This design comes from an exercise in tuning for small area and a short achievable clock period on the open sky130 flow, not from production work.
Function was checked by simulation only, so behaviour that the tests miss may differ from the original.
Power figures rest on the tool's default switching activity, not on a simulated workload.

Design lab4, start of the top module:
module lab4(Dout, Din, clk, reset);
output  [17:0]  Dout;
input   [7:0]   Din;
input           clk, reset;
reg [7:0] r0, r1, r2, r3, r4, r5, r6, r7, r8, r9, r10;
reg [16:0] s;
wire nrst;
invm u_nrst (.a(reset), .y(nrst));
wire [7:0] nDin;
invm u_nd0 (.a(Din[0]), .y(nDin[0]));
invm u_nd1 (.a(Din[1]), .y(nDin[1]));
invm u_nd2 (.a(Din[2]), .y(nDin[2]));
invm u_nd3 (.a(Din[3]), .y(nDin[3]));
invm u_nd4 (.a(Din[4]), .y(nDin[4]));
invm u_nd5 (.a(Din[5]), .y(nDin[5]));
invm u_nd6 (.a(Din[6]), .y(nDin[6]));
invm u_nd7 (.a(Din[7]), .y(nDin[7]));
wire pas1, pac2;
ha upas1 (.a(r1[0]), .b(r7[0]), .s(pas1), .co(pac2));
wire pas3, pac4;
fa upas3 (.a(r1[1]), .b(r7[1]), .c(pac2), .s(pas3), .co(pac4));
wire pas5, pac6;
fa upas5 (.a(r1[2]), .b(r7[2]), .c(pac4), .s(pas5), .co(pac6));
wire pas7, pac8;
fa upas7 (.a(r1[3]), .b(r7[3]), .c(pac6), .s(pas7), .co(pac8));
wire pas9, pac10;
  ...
export LEC_CHECK = 0
export CAP_MARGIN = 20
export CORE_MARGIN = 2
export CORE_UTILIZATION = 40
export CTS_BUF_LIST = sky130_fd_sc_hd__clkbuf_8
export SLEW_MARGIN = 20
export SYNTH_HIERARCHICAL = 1
export SYNTH_MINIMUM_KEEP_SIZE = 0
create_clock -name core_clock -period 13.0 [get_ports {clk}]
standard.sh (not shown) runs the stock make flow with config.mk's settings and CLKGATE_MAP_FILE= SYNTH_SCRIPT=/design/flow/synth_recipe.tcl, a recipe that flattens the netlist after the stock synthesis.
==> flow/flow/run.sh <==
#!/bin/bash
# The standard layout (standard.sh) with two changes to the resizer's
# settings: the port buffers are plain buffers (BUF) instead of the delay-cell
# footprint-mates buffer_ports picks by default, and repair_timing aims for a
# setup slack margin of MARGIN ns.
set -euo pipefail
MARGIN=5
BUF=sky130_fd_sc_hd__buf_2
export BUFFER_PORTS_ARGS="-buffer_cell $BUF"
sed -e "s/\"\${@:-finish}\"/SETUP_SLACK_MARGIN=$MARGIN \"\${@:-finish}\"/" standard.sh > standard_margin.sh
grep -q "SETUP_SLACK_MARGIN=$MARGIN" standard_margin.sh
bash standard_margin.sh > standard.log 2>&1
Change:
Settings changed: CORE_UTILIZATION 40 to 60.
Result: The new run completed without violations. Utilization grows by 22 points. Total power shrinks by 0.48%. Die area shrinks by 32%. Sequential cell count does not change. Global-route usage grows by 7.4 points. Setup slack improves by 0.015 ns. Synthesized area does not change. Sequential power stays flat. Cell area shrinks by 0.99%. Sequential share of layout area grows by 0.27 points. Via count shrinks by 0.93%.
Change:
==> flow/run.sh (new file) <==
#!/bin/bash
# synth_recipe.tcl (not shown) runs the flow's synth.tcl, then flattens the netlist and writes it again
# the make line also repeats each setting of config.mk as NAME=value (left out here)
make -C /OpenROAD-flow-scripts/flow DESIGN_CONFIG=/design/flow/config.mk WORK_HOME=/design/flow/orfs CLKGATE_MAP_FILE= SYNTH_SCRIPT=/design/flow/synth_recipe.tcl finish
Settings changed: CORE_UTILIZATION 60 to 40, SETUP_SLACK_MARGIN set to 5.
removed: flow/flow/run.sh
removed: flow/standard.sh
Via count hardly moves; synthesized area does not change; clock skew went down by 0.0037 ns; cell count increases by 11%; worst setup slack degrades by 0.11 ns; sequential share of layout area decreases by 0.94 points; global-route usage falls by 7.4 points; routed wire length increases by 3.3%.


## raven
Another version of the RTL of lab4 (not shown whole).
For scale: ~540 cells after synthesis, roughly 110 flip-flops, about 7000 um^2 of cells after synthesis.
// lab4
module lab4(Dout, Din, clk, reset);
output  [17:0]  Dout;
input   [7:0]   Din;
input           clk, reset;
reg [7:0] r0, r1, r2, r3, r4, r5, r6, r7, r8, r9, r10;
reg [16:0] s;
wire nrst;
invm u_nrst (.a(reset), .y(nrst));
wire pas1, pac2;
ha upas1 (.a(r1[0]), .b(r7[0]), .s(pas1), .co(pac2));
wire pas3, pac4;
fa upas3 (.a(r1[1]), .b(r7[1]), .c(pac2), .s(pas3), .co(pac4));
wire pas5, pac6;
fa upas5 (.a(r1[2]), .b(r7[2]), .c(pac4), .s(pas5), .co(pac6));
wire pas7, pac8;
fa upas7 (.a(r1[3]), .b(r7[3]), .c(pac6), .s(pas7), .co(pac8));
wire pas9, pac10;
fa upas9 (.a(r1[4]), .b(r7[4]), .c(pac8), .s(pas9), .co(pac10));
wire pas11, pac12;
fa upas11 (.a(r1[5]), .b(r7[5]), .c(pac10), .s(pas11), .co(pac12));
wire pas13, pac14;
fa upas13 (.a(r1[6]), .b(r7[6]), .c(pac12), .s(pas13), .co(pac14));
wire pas15, pac16;
fa upas15 (.a(r1[7]), .b(r7[7]), .c(pac14), .s(pas15), .co(pac16));
wire pbs17, pbc18;
xnor2m upbs17 (.a(r2[0]), .b(r6[0]), .y(pbs17));
or2m upbc18 (.a(r2[0]), .b(r6[0]), .y(pbc18));
wire pbs19, pbc20;
fa upbs19 (.a(r2[1]), .b(r6[1]), .c(pbc18), .s(pbs19), .co(pbc20));
wire pbs21, pbc22;
fa upbs21 (.a(r2[2]), .b(r6[2]), .c(pbc20), .s(pbs21), .co(pbc22));
wire pbs23, pbc24;
fa upbs23 (.a(r2[3]), .b(r6[3]), .c(pbc22), .s(pbs23), .co(pbc24));
wire pbs25, pbc26;
fa upbs25 (.a(r2[4]), .b(r6[4]), .c(pbc24), .s(pbs25), .co(pbc26));
wire pbs27, pbc28;
fa upbs27 (.a(r2[5]), .b(r6[5]), .c(pbc26), .s(pbs27), .co(pbc28));
wire pbs29, pbc30;
fa upbs29 (.a(r2[6]), .b(r6[6]), .c(pbc28), .s(pbs29), .co(pbc30));
wire pbs31, pbc32;
fa upbs31 (.a(r2[7]), .b(r6[7]), .c(pbc30), .s(pbs31), .co(pbc32));
wire pcs33, pcc34;
ha upcs33 (.a(r3[0]), .b(r5[0]), .s(pcs33), .co(pcc34));
wire pcs35, pcc36;
fa upcs35 (.a(r3[1]), .b(r5[1]), .c(pcc34), .s(pcs35), .co(pcc36));
wire pcs37, pcc38;
fa upcs37 (.a(r3[2]), .b(r5[2]), .c(pcc36), .s(pcs37), .co(pcc38));
wire pcs39, pcc40;
fa upcs39 (.a(r3[3]), .b(r5[3]), .c(pcc38), .s(pcs39), .co(pcc40));
wire pcs41, pcc42;
fa upcs41 (.a(r3[4]), .b(r5[4]), .c(pcc40), .s(pcs41), .co(pcc42));
wire pcs43, pcc44;
fa upcs43 (.a(r3[5]), .b(r5[5]), .c(pcc42), .s(pcs43), .co(pcc44));
wire pcs45, pcc46;
  ...
export LEC_CHECK = 0
export CAP_MARGIN = 20
export CORE_MARGIN = 2
export CORE_UTILIZATION = 40
export CTS_BUF_LIST = sky130_fd_sc_hd__clkbuf_8
export GPL_TIMING_DRIVEN = 0
export SLEW_MARGIN = 20
export SYNTH_HIERARCHICAL = 1
export SYNTH_MINIMUM_KEEP_SIZE = 0
create_clock -name core_clock -period 13.0 [get_ports {clk}]
==> flow/flow/run.sh <==
#!/bin/bash
# The standard layout (standard.sh) with these changes to its settings:
#  - the port buffers are plain buffers (BUF) instead of the delay-cell
#    footprint-mates that buffer_ports picks by default;
#  - repair_timing aims for a setup slack margin of MARGIN ns;
#  - clock tree synthesis inserts no dummy loads.
# Everything else (synthesis, floorplan, power grid, placement, routing) is
# the standard flow's.  The make output goes to standard.log; ORFS keeps each
# step's log under orfs/logs.
set -euo pipefail
MARGIN=5
BUF=sky130_fd_sc_hd__buf_4
export BUFFER_PORTS_ARGS="-buffer_cell $BUF"
export CTS_ARGS="-sink_clustering_enable -repair_clock_nets -buf_list sky130_fd_sc_hd__clkbuf_8 -dont_use_dummy_load"
sed -e "s/\"\${@:-finish}\"/SETUP_SLACK_MARGIN=$MARGIN \"\${@:-finish}\"/" standard.sh > standard_margin.sh
grep -q "SETUP_SLACK_MARGIN=$MARGIN" standard_margin.sh
bash standard_margin.sh > standard.log 2>&1
raven: full flow OK, the timing, design-rule and antenna checks passed
> inputs changed (raven -> lagoon)
# raven
export LEC_CHECK = 0
export CAP_MARGIN = 20
export CORE_MARGIN = 2
export CORE_UTILIZATION = 40
export CTS_BUF_LIST = sky130_fd_sc_hd__clkbuf_8
export GPL_TIMING_DRIVEN = 0
export SLEW_MARGIN = 20
export SYNTH_HIERARCHICAL = 1
export SYNTH_MINIMUM_KEEP_SIZE = 0
create_clock -name core_clock -period 13.0 [get_ports {clk}]
# lagoon
export LEC_CHECK = 0
export CAP_MARGIN = 20
export CORE_MARGIN = 2
export CORE_UTILIZATION = 40
export CTS_BUF_LIST = sky130_fd_sc_hd__clkbuf_8
export SLEW_MARGIN = 20
export SYNTH_HIERARCHICAL = 1
export SYNTH_MINIMUM_KEEP_SIZE = 0
create_clock -name core_clock -period 13.0 [get_ports {clk}]
-- flow/flow/run.sh --
<<< raven, line 9
# step's log under orfs/logs.
set -euo pipefail
MARGIN=5
BUF=sky130_fd_sc_hd__buf_4
export BUFFER_PORTS_ARGS="-buffer_cell $BUF"
export CTS_ARGS="-sink_clustering_enable -repair_clock_nets -buf_list sky130_fd_sc_hd__clkbuf_8 -dont_use_dummy_load"
sed -e "s/\"\${@:-finish}\"/SETUP_SLACK_MARGIN=$MARGIN \"\${@:-finish}\"/" standard.sh > standard_margin.sh
grep -q "SETUP_SLACK_MARGIN=$MARGIN" standard_margin.sh
bash standard_margin.sh > standard.log 2>&1
>>> lagoon, line 9
# step's log under orfs/logs.
set -euo pipefail
MARGIN=5.4
BUF=sky130_fd_sc_hd__buf_2
export BUFFER_PORTS_ARGS="-buffer_cell $BUF"
export CTS_ARGS="-sink_clustering_enable -repair_clock_nets -buf_list sky130_fd_sc_hd__clkbuf_8 -dont_use_dummy_load"
sed -e "s/\"\${@:-finish}\"/SETUP_SLACK_MARGIN=$MARGIN RECOVER_POWER=100 \"\${@:-finish}\"/" standard.sh > standard_margin.sh
grep -q "SETUP_SLACK_MARGIN=$MARGIN" standard_margin.sh
bash standard_margin.sh > standard.log 2>&1
Notes after the runs:
- The final report for lagoon shows a completed flow and a layout that fails verification, specifically max-capacitance violations, max-slew violations.
- On lagoon: final worst-path setup slack is 0.25 ns lower than what raven gave.
- Total area of multi-input combinational cells, raven and lagoon, higher one = raven.
- Run comparison: raven cell at the slowest stage of the critical path ha_1; lagoon cell at the slowest stage of the critical path a32oi_1
- Global routing usage on met3 up 0.41 points in lagoon wrt raven
The following lists how violet was set up differently from lagoon:
==> flow/flow/run.sh <==
#!/bin/bash
# The standard layout (standard.sh) with these changes to its settings:
#  - the port buffers are plain buffers (BUF) instead of the delay-cell
#    footprint-mates that buffer_ports picks by default;
#  - repair_timing aims for a setup slack margin of MARGIN ns;
#  - clock tree synthesis inserts no dummy loads.
# Everything else (synthesis, floorplan, power grid, placement, routing) is
# the standard flow's.  The make output goes to standard.log; ORFS keeps each
# step's log under orfs/logs.
set -euo pipefail
MARGIN=5.7
BUF=sky130_fd_sc_hd__buf_4
export BUFFER_PORTS_ARGS="-buffer_cell $BUF"
export CTS_ARGS="-sink_clustering_enable -repair_clock_nets -buf_list sky130_fd_sc_hd__clkbuf_8 -dont_use_dummy_load"
sed -e "s/\"\${@:-finish}\"/SETUP_SLACK_MARGIN=$MARGIN \"\${@:-finish}\"/" standard.sh > standard_margin.sh
grep -q "SETUP_SLACK_MARGIN=$MARGIN" standard_margin.sh
bash standard_margin.sh > standard.log 2>&1
Findings:
Looking at the reports, violet completed the entire flow and the layout it produced met the timing, design-rule and antenna checks. In the tables for lagoon and violet, max-slew violation count reads higher with lagoon. Against lagoon, violet comes in 5 higher on non-clock buffer count. violet against lagoon: met2 track demand over resource up 2.1 points, post-route total power rose by 0.086 mW, area fraction of clock buffers and clock inverters stayed essentially flat.
#### Input delta (juniper over violet)
# violet
export LEC_CHECK = 0
export CAP_MARGIN = 20
export CORE_MARGIN = 2
export CORE_UTILIZATION = 40
export CTS_BUF_LIST = sky130_fd_sc_hd__clkbuf_8
export SLEW_MARGIN = 20
export SYNTH_HIERARCHICAL = 1
export SYNTH_MINIMUM_KEEP_SIZE = 0
create_clock -name core_clock -period 13.0 [get_ports {clk}]
# juniper
export LEC_CHECK = 0
export CAP_MARGIN = 20
export CORE_MARGIN = 2
export CORE_UTILIZATION = 40
export CTS_BUF_LIST = sky130_fd_sc_hd__clkbuf_8
export GPL_ROUTABILITY_DRIVEN = 0
export PLACE_DENSITY = 0.75
export SLEW_MARGIN = 20
export SYNTH_HIERARCHICAL = 1
export SYNTH_MINIMUM_KEEP_SIZE = 0
create_clock -name core_clock -period 13.0 [get_ports {clk}]
-- flow/flow/run.sh --
<<< violet, line 9
# step's log under orfs/logs.
set -euo pipefail
MARGIN=5.7
BUF=sky130_fd_sc_hd__buf_4
export BUFFER_PORTS_ARGS="-buffer_cell $BUF"
>>> juniper, line 9
# step's log under orfs/logs.
set -euo pipefail
MARGIN=5
BUF=sky130_fd_sc_hd__buf_4
export BUFFER_PORTS_ARGS="-buffer_cell $BUF"
[summary]
- Looking at fraction of power consumed by combinational cells across juniper and violet, the one that comes out lower is juniper.
- The internal power consumption reported for juniper is smaller than that of violet by about 3%.
- violet → juniper: portion of the layout cell area used by clock cells stayed essentially flat; initial antenna violation count level; number of buffers outside the clock class in the layout fell by 5; portion of total power attributed to sequential cells went up by 0.6 points.
- violet has lower sequential portion of the cell area than juniper.

-- re-timing with driven ports --
Ports are ideal in the flow. The routed layouts listed here were re-timed in OpenROAD.
Step 1 sets driving cells, clkbuf_16 on the clock port and buf_2 on the other inputs (assumed; they add their load-dependent delay and slew).
Step 2, shift: input delay + t, output delay - t, t = (earliest + latest rising clock arrival at the registers) / 2. This alone moves slack from input paths to output paths.
a / b / c = no drivers / after step 1 / after step 2; a / b = the first two.
| run | t, ns | setup WS [ns] | worst hold slack (ns) | worst slew at a driven data input, ns |
|---|---|---|---|---|
| the first run of note 1 | 0.416 | 5.242 / 5.210 / 5.210 | 0.417 / 0.417 / 0.417 | 0.03 |
| the second run of note 1 | 0.412 | 5.256 / 5.236 / 5.236 | 0.417 / 0.417 / 0.417 | 0.03 |
| the third run of note 1 | 0.421 | 5.148 / 5.117 / 5.117 | 0.416 / 0.416 / 0.416 | 0.03 |
| raven | 0.408 | 5.647 / 5.621 / 5.577 | 0.401 / 0.401 / 0.401 | 0.03 |
| lagoon | 0.402 | 5.399 / 5.379 / 5.379 | 0.408 / 0.408 / 0.408 | 0.03 |
| violet | 0.409 | 5.799 / 5.766 / 5.758 | 0.382 / 0.382 / 0.382 | 0.04 |
| juniper | 0.400 | 5.647 / 5.625 / 5.625 | 0.413 / 0.413 / 0.413 | 0.03 |
The setup slack of raven, which loses most, moves by -0.026 ns with the drivers and by -0.070 ns with both steps.
